Context: an optimization exercise on an open-source flow, tuned for small area, a short achievable clock period and few clock cycles per item. The choices shown serve that exercise and are no tape-out recipe.
RTL that was checked went through simulation tests only; none was proved equivalent to the original.
Power is estimated from default activity; no workload was simulated.

==> flow/design.v <==
`timescale 1ns / 1ps
module serialToVector( input bitIn,
							  input clk,
							  input reset,
							  input en,
							  input punctMode,
							  output reg valid,
							  output reg a,
							  output reg b,
							  output reg punct,
							  output reg [4:0] t
    );
	reg ph;
	reg m;
	reg [4:0] tin;
	always @(posedge clk)
	begin
		if (en)
			begin
				if (!ph)
					m <= bitIn;
				a <= ph ? m : bitIn;
				b <= bitIn;
				punct <= ~ph;
				t <= tin;
			end
		if (reset)
			begin
				ph <= 1'b0;
				tin <= 5'd0;
				valid <= 1'b0;
			end
		else
			begin
				valid <= 1'b0;
				if (en)
					begin
						if (ph)
							begin
								ph <= 1'b0;
								tin <= tin + 1'b1;
								valid <= 1'b1;
							end
						else if (punctMode & tin[0])
							begin
								tin <= tin + 1'b1;
								valid <= 1'b1;
							end
						else
							ph <= 1'b1;
					end
			end
	end
endmodule
`timescale 1ns / 1ps
module branchMetric(input clk,
						  input reset,
						  input valid,
						  input a,
						  input b,
						  input punct,
						  input [4:0] t,
						  output reg bmValid,
						  output reg [7:0] bmA,
						  output reg [7:0] bmB,
						  output reg [19:0] eSel,
						  output reg last,
						  output reg keep,
						  output reg we,
						  output reg [4:0] wa,
						  output reg wdir
    );
	 integer c;
	 reg xa, xb;
	 reg [1:0] da, db;
	 reg [2:0] e;
	 always @(posedge clk)
		begin
			if (valid)
				begin
					for (c = 0; c < 4; c = c + 1)
						begin
							xa = c[1] ^ a;
							xb = ~punct & (c[0] ^ b);
							da = xa + xb;
							db = !xa + (~punct & !xb);
							bmA[2*c +: 2] <= da;
							bmB[2*c +: 2] <= db;
							e = {1'b0, db} - {1'b0, da};
							eSel[5*c +: 5] <= 5'b00001 << (e + 3'd2);
						end
					last <= (t == 5'd31);
					keep <= (t >= 5'd6);
					we <= (t >= 5'd6) && (t != 5'd31);
					wa <= wdir ? (5'd30 - t) : (t - 5'd6);
				end
			if (reset)
				begin
					bmValid <= 1'b0;
					wdir <= 1'b0;
				end
			else
				begin
					bmValid <= valid;
					if (valid & (t == 5'd31))
						wdir <= ~wdir;
				end
		end
endmodule
`timescale 1ns / 1ps
module stateDecider(input [4:0]cost0,
						  input [4:0]cost1,
						  input [1:0]bmA,
						  input [1:0]bmB,
						  input [4:0]eSel,
						  output [4:0] costEven,
						  output [4:0] costOdd,
						  output decEven,
						  output decOdd
    );
	 wire [4:0] d = cost0 - cost1;
	 wire pos = ~d[4];
	 wire [4:0] g;	 
	 assign g[0] = pos | (&d);
	 assign g[1] = pos;
	 assign g[2] = pos & (|d[3:0]);
	 assign g[3] = pos & (|d[3:1]);
	 assign g[4] = pos & ((|d[3:2]) | (d[1] & d[0]));
	 assign decEven = |(eSel & g);
	 assign decOdd = |(eSel & {g[0], g[1], g[2], g[3], g[4]});
	 wire [4:0] s0A = cost0 + bmA;
	 wire [4:0] s0B = cost0 + bmB;
	 wire [4:0] s1A = cost1 + bmA;
	 wire [4:0] s1B = cost1 + bmB;
	 assign costEven = decEven ? s1B : s0A;
	 assign costOdd = decOdd ? s1A : s0B;
endmodule
`timescale 1ns / 1ps
module pathDecider(input clk,
						 input en,
						 input clr,
						 input keep,
						 input [7:0] bmA,
						 input [7:0] bmB,
						 input [19:0] eSel,
						 output reg [63:0] decisions,
						 output [319:0] costs
    );
			reg [4:0] pm [0:63];
			wire [4:0] npm [0:63];
			wire [63:0] dec;
			always @(posedge clk)
				if (en & keep)
					decisions <= dec;
			genvar i;
			generate
				for (i = 0; i < 64; i = i + 1) begin : regs
					assign costs[5*i +: 5] = pm[i];
					always @(posedge clk)
						if (clr)
							pm[i] <= 5'd0;
						else if (en)
							pm[i] <= npm[i];
				end
				for (i = 0; i < 32; i = i + 1) begin : butterflies
					localparam [1:0] C = {i[1]^i[2]^i[4], i[0]^i[1]^i[2]};
					stateDecider sd (
						.cost0(pm[i]),
						.cost1(pm[i+32]),
						.bmA(bmA[2*C +: 2]),
						.bmB(bmB[2*C +: 2]),
						.eSel(eSel[5*C +: 5]),
						.costEven(npm[2*i]),
						.costOdd(npm[2*i+1]),
						.decEven(dec[2*i]),
						.decOdd(dec[2*i+1])
					);
				end
			endgenerate
endmodule
`timescale 1ns / 1ps
module pathMemory(input clk,
						input [63:0] decisions,
						input we,
						input [4:0] waddr,
						input [25:0] rsel,
						output reg [63:0] rowOut
    );
	 reg [63:0] pathMem [0:24];
	 genvar r;
	 generate
		for (r = 0; r < 25; r = r + 1) begin : rows
			always @(posedge clk)
				if (we && waddr == r)
					pathMem[r] <= decisions;
		end
	 endgenerate
	 reg [63:0] rd;
	 integer k;
	 always @*
		begin
			rd = decisions & {64{rsel[25]}};
			for (k = 0; k < 25; k = k + 1)
				rd = rd | (pathMem[k] & {64{rsel[k]}});
		end
	 always @(posedge clk)
		rowOut <= rd;
endmodule
`timescale 1ns / 1ps
module minCost( input clk,
					 input [319:0] costs,
					 output [5:0] index
    );
	 function automatic rless(input [4:0] l, input [4:0] r);
		reg b;
		integer k;
		begin
			b = 1'b0;
			for (k = 0; k < 4; k = k + 1)
				b = (~r[k] & l[k]) | (~(r[k] ^ l[k]) & b);
			rless = r[4] ^ l[4] ^ b;
		end
	 endfunction
	 reg [4:0] v1 [0:15];
	 reg [1:0] x1 [0:15];
	 reg [4:0] v2 [0:3];
	 reg [3:0] x2 [0:3];
	 genvar g;
	 generate
		for (g = 0; g < 16; g = g + 1) begin : st1
			wire [4:0] c0 = costs[5*(4*g)   +: 5];
			wire [4:0] c1 = costs[5*(4*g+1) +: 5];
			wire [4:0] c2 = costs[5*(4*g+2) +: 5];
			wire [4:0] c3 = costs[5*(4*g+3) +: 5];
			wire l0 = rless(c0, c1);
			wire l1 = rless(c2, c3);
			wire [4:0] a = l0 ? c1 : c0;
			wire [4:0] b = l1 ? c3 : c2;
			wire l2 = rless(a, b);
			always @(posedge clk)
				begin
					v1[g] <= l2 ? b : a;
					x1[g] <= l2 ? {1'b1, l1} : {1'b0, l0};
				end
		end
		for (g = 0; g < 4; g = g + 1) begin : st2
			wire l0 = rless(v1[4*g], v1[4*g+1]);
			wire l1 = rless(v1[4*g+2], v1[4*g+3]);
			wire [4:0] a = l0 ? v1[4*g+1] : v1[4*g];
			wire [4:0] b = l1 ? v1[4*g+3] : v1[4*g+2];
			wire [3:0] xa = l0 ? {2'd1, x1[4*g+1]} : {2'd0, x1[4*g]};
			wire [3:0] xb = l1 ? {2'd3, x1[4*g+3]} : {2'd2, x1[4*g+2]};
			wire l2 = rless(a, b);
			always @(posedge clk)
				begin
					v2[g] <= l2 ? b : a;
					x2[g] <= l2 ? xb : xa;
				end
		end
	 endgenerate
	 wire m0 = rless(v2[0], v2[1]);
	 wire m1 = rless(v2[2], v2[3]);
	 wire [4:0] fa = m0 ? v2[1] : v2[0];
	 wire [4:0] fb = m1 ? v2[3] : v2[2];
	 wire [5:0] ia = m0 ? {2'd1, x2[1]} : {2'd0, x2[0]};
	 wire [5:0] ib = m1 ? {2'd3, x2[3]} : {2'd2, x2[2]};
	 assign index = rless(fa, fb) ? ib : ia;
endmodule
`timescale 1ns / 1ps
module restoreBits(input clk,
						 input reset,
						 input portReset,
						 input load,
						 input start,
						 input wdir,
						 input [5:0] minCost,
						 input [63:0] row,
						 output reg [25:0] rsel,
						 output reg [31:0] bitOut,
						 output reg done
    );
	 reg [5:0] state;
	 reg [5:0] lo;
	 reg [4:0] counter;
	 reg down;
	 reg busy;
	 wire nb = row[state];
	 always @(posedge clk)
		begin
			if (load)
				begin
					rsel <= 26'h2000000;
					down <= wdir;
				end
			else
				rsel <= down ? rsel >> 1 : {rsel[24:0], rsel[25]};
			bitOut[31:6] <= {bitOut[30:6], lo[5]};
			if (start)
				begin
					state <= minCost;
					lo <= {minCost[0], minCost[1], minCost[2], minCost[3], minCost[4], minCost[5]};
				end
			else
				begin
					state <= {nb, state[5:1]};
					if (busy)
						lo <= {lo[4:0], nb};
				end
			bitOut[5:0] <= {lo[4:0], nb};
			counter <= start ? 5'd0 : counter + 1'b1;
			if (reset)
				begin
					busy <= 1'b0;
					done <= 1'b0;
				end
			else
				begin
					done <= portReset & busy & (counter == 5'd25);
					if (start)
						busy <= 1'b1;
					else if (counter == 5'd25)
						busy <= 1'b0;
				end
		end
endmodule
`timescale 1ns / 1ps
module viterDecode(input bitIn,
						 input clk,
						 input reset,
						 input [3:0]rate,
						 output [31:0]bitsOut,
						 output done,
						 output reg ready
    );
	 reg rst;
	 reg is23;
	 always @(posedge clk)
		begin
			rst <= ~reset;
			is23 <= (rate == 4'b1001);
			ready <= reset;
		end
	 wire symValid, symA, symB, symPunct;
	 wire [4:0] symT;
	 serialToVector SV (
    .bitIn(bitIn),
    .clk(clk),
    .reset(rst),
    .en(~rst),
    .punctMode(is23),
    .valid(symValid),
    .a(symA),
    .b(symB),
    .punct(symPunct),
    .t(symT)
    );
	 wire bmValid, bmLast, bmKeep, bmWe, wdir;
	 wire [4:0] bmWa;
	 wire [7:0] bmA, bmB;
	 wire [19:0] eSel;
	 branchMetric BM (
    .clk(clk),
    .reset(rst),
    .valid(symValid),
    .a(symA),
    .b(symB),
    .punct(symPunct),
    .t(symT),
    .bmValid(bmValid),
    .bmA(bmA),
    .bmB(bmB),
    .eSel(eSel),
    .last(bmLast),
    .keep(bmKeep),
    .we(bmWe),
    .wa(bmWa),
    .wdir(wdir)
    );
	 wire [63:0] decisions;
	 wire [319:0] costs;
	 pathDecider PD (
    .clk(clk),
    .en(bmValid),
    .clr(rst | f1),
    .keep(bmKeep),
    .bmA(bmA),
    .bmB(bmB),
    .eSel(eSel),
    .decisions(decisions),
    .costs(costs)
    );
	 reg f1, f2, f3;
	 always @(posedge clk)
		begin
			if (rst)
				begin
					f1 <= 1'b0;
					f2 <= 1'b0;
					f3 <= 1'b0;
				end
			else
				begin
					f1 <= bmValid & bmLast;
					f2 <= f1;
					f3 <= f2;
				end
		end
	 reg memWe;
	 reg [4:0] memWa;
	 always @(posedge clk)
		begin
			memWe <= bmValid & bmWe;
			memWa <= bmWa;
		end
	 wire [63:0] row;
	 wire [25:0] rsel;
	 pathMemory PM (
    .clk(clk),
    .decisions(decisions),
    .we(memWe),
    .waddr(memWa),
    .rsel(rsel),
    .rowOut(row)
    );
	 wire [5:0] best;
	 minCost MC (
    .clk(clk),
    .costs(costs),
    .index(best)
    );
	 restoreBits RB (
    .clk(clk),
    .reset(rst),
    .portReset(reset),
    .load(f2),
    .start(f3),
    .wdir(wdir),
    .minCost(best),
    .row(row),
    .rsel(rsel),
    .bitOut(bitsOut),
    .done(done)
    );
endmodule
clock: 11.0 ns
lec_check: 0
cap_margin: 20
core_margin: 2
core_utilization: 40
slew_margin: 20
standard.sh (not shown) runs the stock make flow with config.mk's settings and CLKGATE_MAP_FILE= SYNTH_SCRIPT=/design/flow/synth_recipe.tcl, a recipe that flattens the netlist after the stock synthesis.
==> flow/flow/run.sh <==
#!/bin/bash
# The standard layout (the standard.sh: ORFS synthesis to final layout)
# with a larger setup-slack margin for ORFS's timing repair, so repair keeps
# working below the 11 ns clock. The clock, constraints and every other
# setting are the standard flow's own.
set -euo pipefail
bash standard.sh SETUP_SLACK_MARGIN=7.6 finish > standard_flow.log 2>&1
==> next run, changes <==
--- a/flow/design.v
+++ b/flow/design.v
@@ -61,21 +61,19 @@
 						  input punct,
 						  input [4:0] t,
 						  output reg bmValid,
 						  output reg [7:0] bmA,
 						  output reg [7:0] bmB,
-						  output reg [19:0] eSel,
 						  output reg last,
 						  output reg keep,
 						  output reg we,
 						  output reg [4:0] wa,
 						  output reg wdir
     );
 	 integer c;
 	 reg xa, xb;
 	 reg [1:0] da, db;
-	 reg [2:0] e;
 	 always @(posedge clk)
 		begin
 			if (valid)
 				begin
 					for (c = 0; c < 4; c = c + 1)
@@ -84,12 +82,10 @@
 							xb = ~punct & (c[0] ^ b);
 							da = xa + xb;
 							db = !xa + (~punct & !xb);
 							bmA[2*c +: 2] <= da;
 							bmB[2*c +: 2] <= db;
-							e = {1'b0, db} - {1'b0, da};
-							eSel[5*c +: 5] <= 5'b00001 << (e + 3'd2);
 						end
 					last <= (t == 5'd31);
 					keep <= (t >= 5'd6);
 					we <= (t >= 5'd6) && (t != 5'd31);
 					wa <= wdir ? (5'd30 - t) : (t - 5'd6);
@@ -110,41 +106,41 @@
 `timescale 1ns / 1ps
 module stateDecider(input [4:0]cost0,
 						  input [4:0]cost1,
 						  input [1:0]bmA,
 						  input [1:0]bmB,
-						  input [4:0]eSel,
 						  output [4:0] costEven,
 						  output [4:0] costOdd,
 						  output decEven,
 						  output decOdd
     );
-	 wire [4:0] d = cost0 - cost1;
-	 wire pos = ~d[4];
-	 wire [4:0] g;	 
-	 assign g[0] = pos | (&d);
-	 assign g[1] = pos;
-	 assign g[2] = pos & (|d[3:0]);
-	 assign g[3] = pos & (|d[3:1]);
-	 assign g[4] = pos & ((|d[3:2]) | (d[1] & d[0]));
-	 assign decEven = |(eSel & g);
-	 assign decOdd = |(eSel & {g[0], g[1], g[2], g[3], g[4]});
+	 function automatic rless(input [4:0] l, input [4:0] r);
+		reg b;
+		integer k;
+		begin
+			b = 1'b0;
+			for (k = 0; k < 4; k = k + 1)
+				b = (~r[k] & l[k]) | (~(r[k] ^ l[k]) & b);
+			rless = r[4] ^ l[4] ^ b;
+		end
+	 endfunction
 	 wire [4:0] s0A = cost0 + bmA;
 	 wire [4:0] s0B = cost0 + bmB;
 	 wire [4:0] s1A = cost1 + bmA;
 	 wire [4:0] s1B = cost1 + bmB;
+	 assign decEven = rless(s0A, s1B);
+	 assign decOdd = rless(s0B, s1A);
 	 assign costEven = decEven ? s1B : s0A;
 	 assign costOdd = decOdd ? s1A : s0B;
 endmodule
 `timescale 1ns / 1ps
 module pathDecider(input clk,
 						 input en,
 						 input clr,
 						 input keep,
 						 input [7:0] bmA,
 						 input [7:0] bmB,
-						 input [19:0] eSel,
 						 output reg [63:0] decisions,
 						 output [319:0] costs
     );
 			reg [4:0] pm [0:63];
 			wire [4:0] npm [0:63];
@@ -167,11 +163,10 @@
 					stateDecider sd (
 						.cost0(pm[i]),
 						.cost1(pm[i+32]),
 						.bmA(bmA[2*C +: 2]),
 						.bmB(bmB[2*C +: 2]),
-						.eSel(eSel[5*C +: 5]),
 						.costEven(npm[2*i]),
 						.costOdd(npm[2*i+1]),
 						.decEven(dec[2*i]),
 						.decOdd(dec[2*i+1])
 					);
@@ -355,11 +350,10 @@
     .t(symT)
     );
 	 wire bmValid, bmLast, bmKeep, bmWe, wdir;
 	 wire [4:0] bmWa;
 	 wire [7:0] bmA, bmB;
-	 wire [19:0] eSel;
 	 branchMetric BM (
     .clk(clk),
     .reset(rst),
     .valid(symValid),
     .a(symA),
@@ -367,11 +361,10 @@
     .punct(symPunct),
     .t(symT),
     .bmValid(bmValid),
     .bmA(bmA),
     .bmB(bmB),
-    .eSel(eSel),
     .last(bmLast),
     .keep(bmKeep),
     .we(bmWe),
     .wa(bmWa),
     .wdir(wdir)
@@ -383,11 +376,10 @@
     .en(bmValid),
     .clr(rst | f1),
     .keep(bmKeep),
     .bmA(bmA),
     .bmB(bmB),
-    .eSel(eSel),
     .decisions(decisions),
     .costs(costs)
     );
 	 reg f1, f2, f3;
 	 always @(posedge clk)
After rerunning:
- core utilization climbs by 0.73 points
- via count drops by roughly a tenth
- design area drops slightly
- worst setup slack loses 0.026 ns
- routed wire length drops by roughly a tenth
- power drops by a few percent
- non-clock buffer count climbs by 17
- synthesized area drops by a few percent
- die area drops by a few percent
- global-route usage drops by 3.0 points
- critical path depth is unchanged
- fmax drops slightly
Testbench counts after the change, summed over its fixed seeds: cycles 39,192, items 640.
No functional check of the RTL was part of the first run of this note.

## re-timing with driven ports
How much do the figures lean on ideal ports? The routed layouts below were timed once more, with nothing changed but the port constraints. Step 1 assumes that a clkbuf_16 drives the clock port and a buf_2 every other input. Step 2 adds t to the input delays and takes it off the output delays; t is the mean of the earliest and latest rising clock arrival at the registers after step 1. Input paths then give back, and output paths get back, about the clock's delay inside the block. Three values: no drivers, after step 1, after step 2; two values: the first two.
run	t, ns	setup WS [ns]	worst hold slack (ns)	cell pins on the clock port's net
the first run	0.984	7.411 / 7.314 / 7.420	0.253 / 0.253 / 0.253	1
the second run	0.978	7.385 / 7.291 / 7.527	0.347 / 0.347 / 0.347	1
After both steps setup and hold are still met in every run listed.
